Background: an optimization exercise with open tools, aiming at small area. Do not read the settings as production practice. Where RTL was checked, it was by simulation tests only, not by an equivalence proof against the original. The clock port is modelled as an ideal driver, which makes a skipped or thinned clock tree look cheaper than it is; a real chip needs a root buffer or a tree. Power figures rest on the tool's default switching activity, not on a simulated workload.

==> inputs of willow <==
Design cajero, start of the top module:
module cajero(
  Clk, Reset, PIN, TARJETA_RECIBIDA, TIPO_TRANS, DIGITO, DIGITO_STB,
  MONTO, MONTO_STB, BALANCE_ACTUALIZADO, ENTREGAR_DINERO, FONDOS_INSUFICIENTES,
  PIN_INCORRECTO, ADVERTENCIA, Bloqueo, TIPO_STB
);
input Clk, Reset, TARJETA_RECIBIDA, TIPO_TRANS, DIGITO_STB, MONTO_STB, TIPO_STB;
input [15:0] PIN;
input [3:0] DIGITO;
input [31:0] MONTO;
output reg BALANCE_ACTUALIZADO, ENTREGAR_DINERO, FONDOS_INSUFICIENTES, PIN_INCORRECTO, ADVERTENCIA, Bloqueo;
reg [2:0] q, nq;
reg [1:0] w, nw;
reg [15:0] dig;            
reg [31:0] r;              
wire [31:0] nr;
wire C     = TARJETA_RECIBIDA;
wire lt4   = ~q[2];                      
wire n4    = q[2] & q[1] & ~q[0];        
wire trans = q[2] & q[0];                
wire lock  = q[2] & ~q[1] & ~q[0];
wire match;
cj_eq eq (.a(dig), .b(PIN), .y(match));
wire shift = C & DIGITO_STB & lt4;       
wire ok    = C & n4 & match;             
wire go    = ok & TIPO_STB;              
wire bad   = C & n4 & ~match;            
wire L3    = C & w[1] & ~w[0];           
wire tm    = trans & MONTO_STB;          
wire sub = q[1];             
wire rst = ~Reset;
wire [31:0] p, g;         
wire [32:0] c;
wire ge = c[32];
wire upd = tm & (~q[1] | ge);
wire nupd = ~upd;
assign c[0] = sub;
cj_bit_e b0 (.r(r[0]), .m(MONTO[0]), .sub(sub), .c(c[0]), .upd(upd), .nupd(nupd), .rst(rst), .p(p[0]), .g(g[0]), .nr(nr[0]));
cj_ce k0 (.p(p[0]), .g(g[0]), .c(c[0]), .y(c[1]));
cj_bit_o b1 (.r(r[1]), .m(MONTO[1]), .sub(sub), .nc(c[1]), .upd(upd), .nupd(nupd), .rn(Reset), .p(p[1]), .tq(g[1]), .nr(nr[1]));
cj_co k1 (.p(p[1]), .r(r[1]), .tq(g[1]), .c(c[1]), .y(c[2]));
cj_bit_e b2 (.r(r[2]), .m(MONTO[2]), .sub(sub), .c(c[2]), .upd(upd), .nupd(nupd), .rst(rst), .p(p[2]), .g(g[2]), .nr(nr[2]));
cj_ce k2 (.p(p[2]), .g(g[2]), .c(c[2]), .y(c[3]));
cj_bit_o b3 (.r(r[3]), .m(MONTO[3]), .sub(sub), .nc(c[3]), .upd(upd), .nupd(nupd), .rn(Reset), .p(p[3]), .tq(g[3]), .nr(nr[3]));
cj_co k3 (.p(p[3]), .r(r[3]), .tq(g[3]), .c(c[3]), .y(c[4]));
cj_bit_e b4 (.r(r[4]), .m(MONTO[4]), .sub(sub), .c(c[4]), .upd(upd), .nupd(nupd), .rst(rst), .p(p[4]), .g(g[4]), .nr(nr[4]));
cj_ce k4 (.p(p[4]), .g(g[4]), .c(c[4]), .y(c[5]));
cj_bit_o b5 (.r(r[5]), .m(MONTO[5]), .sub(sub), .nc(c[5]), .upd(upd), .nupd(nupd), .rn(Reset), .p(p[5]), .tq(g[5]), .nr(nr[5]));
cj_co k5 (.p(p[5]), .r(r[5]), .tq(g[5]), .c(c[5]), .y(c[6]));
  ...
export LEC_CHECK = 0
export CAP_MARGIN = 20
export CORE_MARGIN = 2
export CORE_UTILIZATION = 65
export SLEW_MARGIN = 20
export SYNTH_HIERARCHICAL = 1
export SYNTH_MINIMUM_KEEP_SIZE = 0
create_clock -name core_clock -period 6.0 [get_ports {Clk}]
standard.sh (not shown) runs the stock make flow with config.mk's settings and CLKGATE_MAP_FILE= SYNTH_SCRIPT=/design/flow/synth_recipe.tcl, a recipe that flattens the netlist after the stock synthesis.
==> flow/flow/run.sh <==
#!/bin/bash
# Own layout flow: the standard ORFS flow with two changes:
#  - synthesis maps the logic with an area-oriented ABC script (flow/abc_area.script),
#  - ports are buffered with sky130_fd_sc_hd__buf_1 instead of the default buffer,
#  - the clock tree is three clkbuf_8 driven by the clock port (flow/my_cts.tcl).
# Each tool's output goes to the ORFS logs under orfs/logs; make's own output to make_*.log.
set -euo pipefail
work=$(pwd)
rm -rf "$work/scripts_area"
cp -r "$FLOW_HOME/scripts" "$work/scripts_area"
cp "$work/flow/abc_area.script" "$work/scripts_area/abc_area.script"
# clock tree: the clock port drives three clkbuf_8, one per cluster of flip-flops
cp "$work/flow/my_cts.tcl" "$work/scripts_area/my_cts.tcl"
sed -i 's|^log_cmd clock_tree_synthesis {\*}\$cts_args$|source $::env(SCRIPTS_DIR)/my_cts.tcl\nmy_cts 3 sky130_fd_sc_hd__clkbuf_8\nset_propagated_clock [all_clocks]|' "$work/scripts_area/cts.tcl"
grep -q "^my_cts 3" "$work/scripts_area/cts.tcl"
bash standard.sh SCRIPTS_DIR="$work/scripts_area" ABC_AREA=1 \
  "BUFFER_PORTS_ARGS=-buffer_cell sky130_fd_sc_hd__buf_1" \
  finish > "$work/make_finish.log" 2>&1
==> flow/flow/abc_area.script <==
strash
dch
map -a
strash
dch
map -a
topo
stime -c
Other scripts of this flow, unchanged in this note and not shown: flow/flow/my_cts.tcl
==> zinc: changes against willow <==
==> flow/design.v (replaced) <==
module cajero(
  Clk, Reset, PIN, TARJETA_RECIBIDA, TIPO_TRANS, DIGITO, DIGITO_STB,
  MONTO, MONTO_STB, BALANCE_ACTUALIZADO, ENTREGAR_DINERO, FONDOS_INSUFICIENTES,
  PIN_INCORRECTO, ADVERTENCIA, Bloqueo, TIPO_STB
);
input Clk, Reset, TARJETA_RECIBIDA, TIPO_TRANS, DIGITO_STB, MONTO_STB, TIPO_STB;
input [15:0] PIN;
input [3:0] DIGITO;
input [31:0] MONTO;
output reg BALANCE_ACTUALIZADO, ENTREGAR_DINERO, FONDOS_INSUFICIENTES, PIN_INCORRECTO, ADVERTENCIA, Bloqueo;
reg [2:0] q, nq;
reg [1:0] w, nw;
reg [15:0] dig;            
reg [31:0] r;              
wire [31:0] nr;
wire C     = TARJETA_RECIBIDA;
wire lt4   = ~q[2];                      
wire n4    = q[2] & q[1] & ~q[0];        
wire trans = q[2] & q[0];                
wire lock  = q[2] & ~q[1] & ~q[0];
wire match = (dig == PIN);
wire shift = C & DIGITO_STB & lt4;       
wire ok    = C & n4 & match;             
wire go    = ok & TIPO_STB;              
wire bad   = C & n4 & ~match;            
wire L3    = C & w[1] & ~w[0];           
wire tm    = trans & MONTO_STB;          
wire sub = q[1];             
wire rst = ~Reset;
wire [31:0] p, g;         
wire [32:0] c;
wire ge = c[32];
wire upd = tm & (~q[1] | ge);
wire nupd = ~upd;
assign c[0] = sub;
cj_bit_e b0 (.r(r[0]), .m(MONTO[0]), .sub(sub), .c(c[0]), .upd(upd), .rst(rst), .p(p[0]), .g(g[0]), .nr(nr[0]));
cj_ce k0 (.p(p[0]), .g(g[0]), .c(c[0]), .y(c[1]));
cj_bit_o b1 (.r(r[1]), .m(MONTO[1]), .sub(sub), .nc(c[1]), .upd(upd), .nupd(nupd), .rn(Reset), .p(p[1]), .tq(g[1]), .nr(nr[1]));
cj_co k1 (.p(p[1]), .r(r[1]), .tq(g[1]), .c(c[1]), .y(c[2]));
cj_bit_e b2 (.r(r[2]), .m(MONTO[2]), .sub(sub), .c(c[2]), .upd(upd), .rst(rst), .p(p[2]), .g(g[2]), .nr(nr[2]));
cj_ce k2 (.p(p[2]), .g(g[2]), .c(c[2]), .y(c[3]));
cj_bit_o b3 (.r(r[3]), .m(MONTO[3]), .sub(sub), .nc(c[3]), .upd(upd), .nupd(nupd), .rn(Reset), .p(p[3]), .tq(g[3]), .nr(nr[3]));
cj_co k3 (.p(p[3]), .r(r[3]), .tq(g[3]), .c(c[3]), .y(c[4]));
cj_bit_e b4 (.r(r[4]), .m(MONTO[4]), .sub(sub), .c(c[4]), .upd(upd), .rst(rst), .p(p[4]), .g(g[4]), .nr(nr[4]));
cj_ce k4 (.p(p[4]), .g(g[4]), .c(c[4]), .y(c[5]));
cj_bit_o b5 (.r(r[5]), .m(MONTO[5]), .sub(sub), .nc(c[5]), .upd(upd), .nupd(nupd), .rn(Reset), .p(p[5]), .tq(g[5]), .nr(nr[5]));
cj_co k5 (.p(p[5]), .r(r[5]), .tq(g[5]), .c(c[5]), .y(c[6]));
cj_bit_e b6 (.r(r[6]), .m(MONTO[6]), .sub(sub), .c(c[6]), .upd(upd), .rst(rst), .p(p[6]), .g(g[6]), .nr(nr[6]));
cj_ce k6 (.p(p[6]), .g(g[6]), .c(c[6]), .y(c[7]));
cj_bit_o b7 (.r(r[7]), .m(MONTO[7]), .sub(sub), .nc(c[7]), .upd(upd), .nupd(nupd), .rn(Reset), .p(p[7]), .tq(g[7]), .nr(nr[7]));
cj_co k7 (.p(p[7]), .r(r[7]), .tq(g[7]), .c(c[7]), .y(c[8]));
cj_bit_e b8 (.r(r[8]), .m(MONTO[8]), .sub(sub), .c(c[8]), .upd(upd), .rst(rst), .p(p[8]), .g(g[8]), .nr(nr[8]));
cj_ce k8 (.p(p[8]), .g(g[8]), .c(c[8]), .y(c[9]));
cj_bit_o b9 (.r(r[9]), .m(MONTO[9]), .sub(sub), .nc(c[9]), .upd(upd), .nupd(nupd), .rn(Reset), .p(p[9]), .tq(g[9]), .nr(nr[9]));
cj_co k9 (.p(p[9]), .r(r[9]), .tq(g[9]), .c(c[9]), .y(c[10]));
cj_bit_e b10 (.r(r[10]), .m(MONTO[10]), .sub(sub), .c(c[10]), .upd(upd), .rst(rst), .p(p[10]), .g(g[10]), .nr(nr[10]));
cj_ce k10 (.p(p[10]), .g(g[10]), .c(c[10]), .y(c[11]));
cj_bit_o b11 (.r(r[11]), .m(MONTO[11]), .sub(sub), .nc(c[11]), .upd(upd), .nupd(nupd), .rn(Reset), .p(p[11]), .tq(g[11]), .nr(nr[11]));
cj_co k11 (.p(p[11]), .r(r[11]), .tq(g[11]), .c(c[11]), .y(c[12]));
cj_bit_e b12 (.r(r[12]), .m(MONTO[12]), .sub(sub), .c(c[12]), .upd(upd), .rst(rst), .p(p[12]), .g(g[12]), .nr(nr[12]));
cj_ce k12 (.p(p[12]), .g(g[12]), .c(c[12]), .y(c[13]));
cj_bit_o b13 (.r(r[13]), .m(MONTO[13]), .sub(sub), .nc(c[13]), .upd(upd), .nupd(nupd), .rn(Reset), .p(p[13]), .tq(g[13]), .nr(nr[13]));
cj_co k13 (.p(p[13]), .r(r[13]), .tq(g[13]), .c(c[13]), .y(c[14]));
cj_bit_e b14 (.r(r[14]), .m(MONTO[14]), .sub(sub), .c(c[14]), .upd(upd), .rst(rst), .p(p[14]), .g(g[14]), .nr(nr[14]));
cj_ce k14 (.p(p[14]), .g(g[14]), .c(c[14]), .y(c[15]));
cj_bit_o b15 (.r(r[15]), .m(MONTO[15]), .sub(sub), .nc(c[15]), .upd(upd), .nupd(nupd), .rn(Reset), .p(p[15]), .tq(g[15]), .nr(nr[15]));
wire [8:1] g1;
wire p1;
cj_inv gg1_0 (.a(g[8]), .y(g1[1]));
cj_co gg1_1 (.p(p[9]), .r(r[9]), .tq(g[9]), .c(g1[1]), .y(g1[2]));
cj_ce gg1_2 (.p(p[10]), .g(g[10]), .c(g1[2]), .y(g1[3]));
cj_co gg1_3 (.p(p[11]), .r(r[11]), .tq(g[11]), .c(g1[3]), .y(g1[4]));
cj_ce gg1_4 (.p(p[12]), .g(g[12]), .c(g1[4]), .y(g1[5]));
cj_co gg1_5 (.p(p[13]), .r(r[13]), .tq(g[13]), .c(g1[5]), .y(g1[6]));
cj_ce gg1_6 (.p(p[14]), .g(g[14]), .c(g1[6]), .y(g1[7]));
cj_co gg1_7 (.p(p[15]), .r(r[15]), .tq(g[15]), .c(g1[7]), .y(g1[8]));
cj_and8 pp1 (.a(p[15:8]), .y(p1));
cj_skip sk1 (.s(p1), .a1(c[8]), .a0(g1[8]), .y(c[16]));
cj_bit_e b16 (.r(r[16]), .m(MONTO[16]), .sub(sub), .c(c[16]), .upd(upd), .rst(rst), .p(p[16]), .g(g[16]), .nr(nr[16]));
cj_ce k16 (.p(p[16]), .g(g[16]), .c(c[16]), .y(c[17]));
cj_bit_o b17 (.r(r[17]), .m(MONTO[17]), .sub(sub), .nc(c[17]), .upd(upd), .nupd(nupd), .rn(Reset), .p(p[17]), .tq(g[17]), .nr(nr[17]));
cj_co k17 (.p(p[17]), .r(r[17]), .tq(g[17]), .c(c[17]), .y(c[18]));
cj_bit_e b18 (.r(r[18]), .m(MONTO[18]), .sub(sub), .c(c[18]), .upd(upd), .rst(rst), .p(p[18]), .g(g[18]), .nr(nr[18]));
cj_ce k18 (.p(p[18]), .g(g[18]), .c(c[18]), .y(c[19]));
cj_bit_o b19 (.r(r[19]), .m(MONTO[19]), .sub(sub), .nc(c[19]), .upd(upd), .nupd(nupd), .rn(Reset), .p(p[19]), .tq(g[19]), .nr(nr[19]));
cj_co k19 (.p(p[19]), .r(r[19]), .tq(g[19]), .c(c[19]), .y(c[20]));
cj_bit_e b20 (.r(r[20]), .m(MONTO[20]), .sub(sub), .c(c[20]), .upd(upd), .rst(rst), .p(p[20]), .g(g[20]), .nr(nr[20]));
cj_ce k20 (.p(p[20]), .g(g[20]), .c(c[20]), .y(c[21]));
cj_bit_o b21 (.r(r[21]), .m(MONTO[21]), .sub(sub), .nc(c[21]), .upd(upd), .nupd(nupd), .rn(Reset), .p(p[21]), .tq(g[21]), .nr(nr[21]));
cj_co k21 (.p(p[21]), .r(r[21]), .tq(g[21]), .c(c[21]), .y(c[22]));
cj_bit_e b22 (.r(r[22]), .m(MONTO[22]), .sub(sub), .c(c[22]), .upd(upd), .rst(rst), .p(p[22]), .g(g[22]), .nr(nr[22]));
cj_ce k22 (.p(p[22]), .g(g[22]), .c(c[22]), .y(c[23]));
cj_bit_o b23 (.r(r[23]), .m(MONTO[23]), .sub(sub), .nc(c[23]), .upd(upd), .nupd(nupd), .rn(Reset), .p(p[23]), .tq(g[23]), .nr(nr[23]));
wire [8:1] g2;
wire p2;
cj_inv gg2_0 (.a(g[16]), .y(g2[1]));
cj_co gg2_1 (.p(p[17]), .r(r[17]), .tq(g[17]), .c(g2[1]), .y(g2[2]));
cj_ce gg2_2 (.p(p[18]), .g(g[18]), .c(g2[2]), .y(g2[3]));
cj_co gg2_3 (.p(p[19]), .r(r[19]), .tq(g[19]), .c(g2[3]), .y(g2[4]));
cj_ce gg2_4 (.p(p[20]), .g(g[20]), .c(g2[4]), .y(g2[5]));
cj_co gg2_5 (.p(p[21]), .r(r[21]), .tq(g[21]), .c(g2[5]), .y(g2[6]));
cj_ce gg2_6 (.p(p[22]), .g(g[22]), .c(g2[6]), .y(g2[7]));
cj_co gg2_7 (.p(p[23]), .r(r[23]), .tq(g[23]), .c(g2[7]), .y(g2[8]));
cj_and8 pp2 (.a(p[23:16]), .y(p2));
cj_skip sk2 (.s(p2), .a1(c[16]), .a0(g2[8]), .y(c[24]));
cj_bit_e b24 (.r(r[24]), .m(MONTO[24]), .sub(sub), .c(c[24]), .upd(upd), .rst(rst), .p(p[24]), .g(g[24]), .nr(nr[24]));
cj_ce k24 (.p(p[24]), .g(g[24]), .c(c[24]), .y(c[25]));
cj_bit_o b25 (.r(r[25]), .m(MONTO[25]), .sub(sub), .nc(c[25]), .upd(upd), .nupd(nupd), .rn(Reset), .p(p[25]), .tq(g[25]), .nr(nr[25]));
cj_co k25 (.p(p[25]), .r(r[25]), .tq(g[25]), .c(c[25]), .y(c[26]));
cj_bit_e b26 (.r(r[26]), .m(MONTO[26]), .sub(sub), .c(c[26]), .upd(upd), .rst(rst), .p(p[26]), .g(g[26]), .nr(nr[26]));
cj_ce k26 (.p(p[26]), .g(g[26]), .c(c[26]), .y(c[27]));
cj_bit_o b27 (.r(r[27]), .m(MONTO[27]), .sub(sub), .nc(c[27]), .upd(upd), .nupd(nupd), .rn(Reset), .p(p[27]), .tq(g[27]), .nr(nr[27]));
cj_co k27 (.p(p[27]), .r(r[27]), .tq(g[27]), .c(c[27]), .y(c[28]));
cj_bit_e b28 (.r(r[28]), .m(MONTO[28]), .sub(sub), .c(c[28]), .upd(upd), .rst(rst), .p(p[28]), .g(g[28]), .nr(nr[28]));
cj_ce k28 (.p(p[28]), .g(g[28]), .c(c[28]), .y(c[29]));
cj_bit_o b29 (.r(r[29]), .m(MONTO[29]), .sub(sub), .nc(c[29]), .upd(upd), .nupd(nupd), .rn(Reset), .p(p[29]), .tq(g[29]), .nr(nr[29]));
cj_co k29 (.p(p[29]), .r(r[29]), .tq(g[29]), .c(c[29]), .y(c[30]));
cj_bit_e b30 (.r(r[30]), .m(MONTO[30]), .sub(sub), .c(c[30]), .upd(upd), .rst(rst), .p(p[30]), .g(g[30]), .nr(nr[30]));
cj_ce k30 (.p(p[30]), .g(g[30]), .c(c[30]), .y(c[31]));
cj_bit_o b31 (.r(r[31]), .m(MONTO[31]), .sub(sub), .nc(c[31]), .upd(upd), .nupd(nupd), .rn(Reset), .p(p[31]), .tq(g[31]), .nr(nr[31]));
wire [8:1] g3;
wire p3;
cj_inv gg3_0 (.a(g[24]), .y(g3[1]));
cj_co gg3_1 (.p(p[25]), .r(r[25]), .tq(g[25]), .c(g3[1]), .y(g3[2]));
cj_ce gg3_2 (.p(p[26]), .g(g[26]), .c(g3[2]), .y(g3[3]));
cj_co gg3_3 (.p(p[27]), .r(r[27]), .tq(g[27]), .c(g3[3]), .y(g3[4]));
cj_ce gg3_4 (.p(p[28]), .g(g[28]), .c(g3[4]), .y(g3[5]));
cj_co gg3_5 (.p(p[29]), .r(r[29]), .tq(g[29]), .c(g3[5]), .y(g3[6]));
cj_ce gg3_6 (.p(p[30]), .g(g[30]), .c(g3[6]), .y(g3[7]));
cj_co gg3_7 (.p(p[31]), .r(r[31]), .tq(g[31]), .c(g3[7]), .y(g3[8]));
cj_and8 pp3 (.a(p[31:24]), .y(p3));
cj_skip sk3 (.s(p3), .a1(c[24]), .a0(g3[8]), .y(c[32]));
always @(posedge Clk)
  if (shift) dig <= {dig[11:0], DIGITO};
always @(*) begin
  BALANCE_ACTUALIZADO = upd;
  ENTREGAR_DINERO = tm & q[1] & ge;
  FONDOS_INSUFICIENTES = tm & q[1] & ~ge;
  PIN_INCORRECTO = bad;
  ADVERTENCIA = C & w[1] & w[0];
  Bloqueo = lock | L3;
end
always @(*) begin
  nq = q; nw = w;
  if (shift) nq = {q[1] & ~q[0], q[1] | q[0], ~q[1]};    
  if (go) nq = {1'b1, TIPO_TRANS, 1'b1};
  if (bad | tm) nq = 3'b000;
  if (ok) nw = 2'b00;
  if (bad) nw = {w[0], ~w[1]};                          
  if (L3) begin
    nq = 3'b100;
    nw = 2'b00;
  end
end
always @(posedge Clk) begin
  if (!Reset) begin
    q <= 3'b000;
    w <= 2'b00;
  end else begin
    q <= nq;
    w <= nw;
  end
  r <= nr;    
end
endmodule
module cj_bit_e(input r, input m, input sub, input c, input upd, input rst,
                output p, output g, output nr);
  wire t = m ^ sub;
  assign p = r ^ t;
  assign g = r & t;
  assign nr = ~rst & (upd ? (p ^ c) : r);
endmodule
module cj_bit_o(input r, input m, input sub, input nc, input upd, input nupd, input rn,
                output p, output tq, output nr);
  assign tq = ~(m ^ sub);
  assign p = ~(r ^ tq);
  assign nr = ~(rn & ~((upd & ~(p ^ nc)) | (nupd & r)));
endmodule
module cj_ce(input p, input g, input c, output y);
  assign y = ~(g | (p & c));
endmodule
module cj_co(input p, input r, input tq, input c, output y);
  assign y = ~((r | tq) & (p | c));
endmodule
module cj_inv(input a, output y);
  assign y = ~a;
endmodule
module cj_skip(input s, input a1, input a0, output y);
  assign y = a0 | (s & a1);
endmodule
module cj_and8(input [7:0] a, output y);
  assign y = a[0] & a[2] & a[4] & a[6] & ~(a[1] | a[3] | a[5] | a[7]);
endmodule
--- a/flow/flow/run.sh
+++ b/flow/flow/run.sh
@@ -1,11 +1,11 @@
 #!/bin/bash
 # Own layout flow: the standard ORFS flow with two changes:
 #  - synthesis maps the logic with an area-oriented ABC script (flow/abc_area.script),
 #  - ports are buffered with sky130_fd_sc_hd__buf_1 instead of the default buffer,
-#  - the clock tree is three clkbuf_8 driven by the clock port (flow/my_cts.tcl).
+#  - the clock tree is four clkbuf_8 driven by the clock port (flow/my_cts.tcl).
 # Each tool's output goes to the ORFS logs under orfs/logs; make's own output to make_*.log.
 set -euo pipefail
 work=$(pwd)
 rm -rf "$work/scripts_area"
 cp -r "$FLOW_HOME/scripts" "$work/scripts_area"
 cp "$work/flow/abc_area.script" "$work/scripts_area/abc_area.script"
==> flow/flow/abc_area.script (replaced) <==
strash
dch
map -a
topo
stime -c
==> flow/config.mk (replaced) <==
export PLATFORM = sky130hd
export DESIGN_NAME = cajero
export DESIGN_NICKNAME = cajero
export VERILOG_FILES = /design/flow/design.v
export SDC_FILE = /design/flow/constraint.sdc
export NUM_CORES = 4
export LEC_CHECK = 0
export CAP_MARGIN = 20
export CORE_MARGIN = 2
export CORE_UTILIZATION = 40
export SLEW_MARGIN = 20
export SYNTH_HIERARCHICAL = 1
export SYNTH_MINIMUM_KEEP_SIZE = 0
==> qor summary <==
quantity                                                                     zinc          willow
Routed wire length                                                       6.972 mm        6.520 mm
Internal power summed over all cells                                    0.4881 mW       0.4735 mW
Non-clock inverter count                                                       16              15
Gate power share                                                            20.5%           17.3%
Outcome                                                            finished clean  finished clean
Hold WS                                                                 0.4765 ns       0.4748 ns
Fill cell instance count of the final layout                                  779             374
Share of post-route cells with drive strength above 1                      4.535%          2.810%
Setup slack at placement                                                0.4136 ns       0.5428 ns
Placed wire-length estimate after detailed placement                     5.293 mm        4.729 mm
Fraction of synthesized cell area taken by the top area cell type          22.84%          22.87%
# rows                                                                         32              25
Min setup slack post-route                                              0.4205 ns       0.4982 ns
Only the layout flow was run in willow; the RTL was not checked for function there. No run of this note takes its clock network from TritonCTS; it comes from the design's own scripts or RTL.

-- separate check: timing with driven ports --
No port has a modelled driver above. Below, the same layouts with a new extraction and two added sets of constraints.
Step 1, drivers: a clkbuf_16 drives Clk and a buf_2 each remaining input, both assumed.
Step 2 moves the port delays by t, midway between the first and last clock arrival at a register: inputs arrive t later, outputs are due t later. That takes back most of the time a late clock gives input paths.
a / b / c = no drivers / after step 1 / after step 2; a / b = the first two.
| run | shift t [ns] | setup slack, ns | clock arrival spread, ns |
|---|---|---|---|
| willow | 0.210 | 0.498 / 0.478 / 0.478 | 0.014 / 0.014 |
| zinc | 0.216 | 0.420 / 0.399 / 0.399 | 0.013 / 0.014 |
After both steps every run listed still meets setup and hold. For zinc, which loses most, drivers alone change the setup slack by -0.021 ns; drivers and shift together by -0.021 ns.
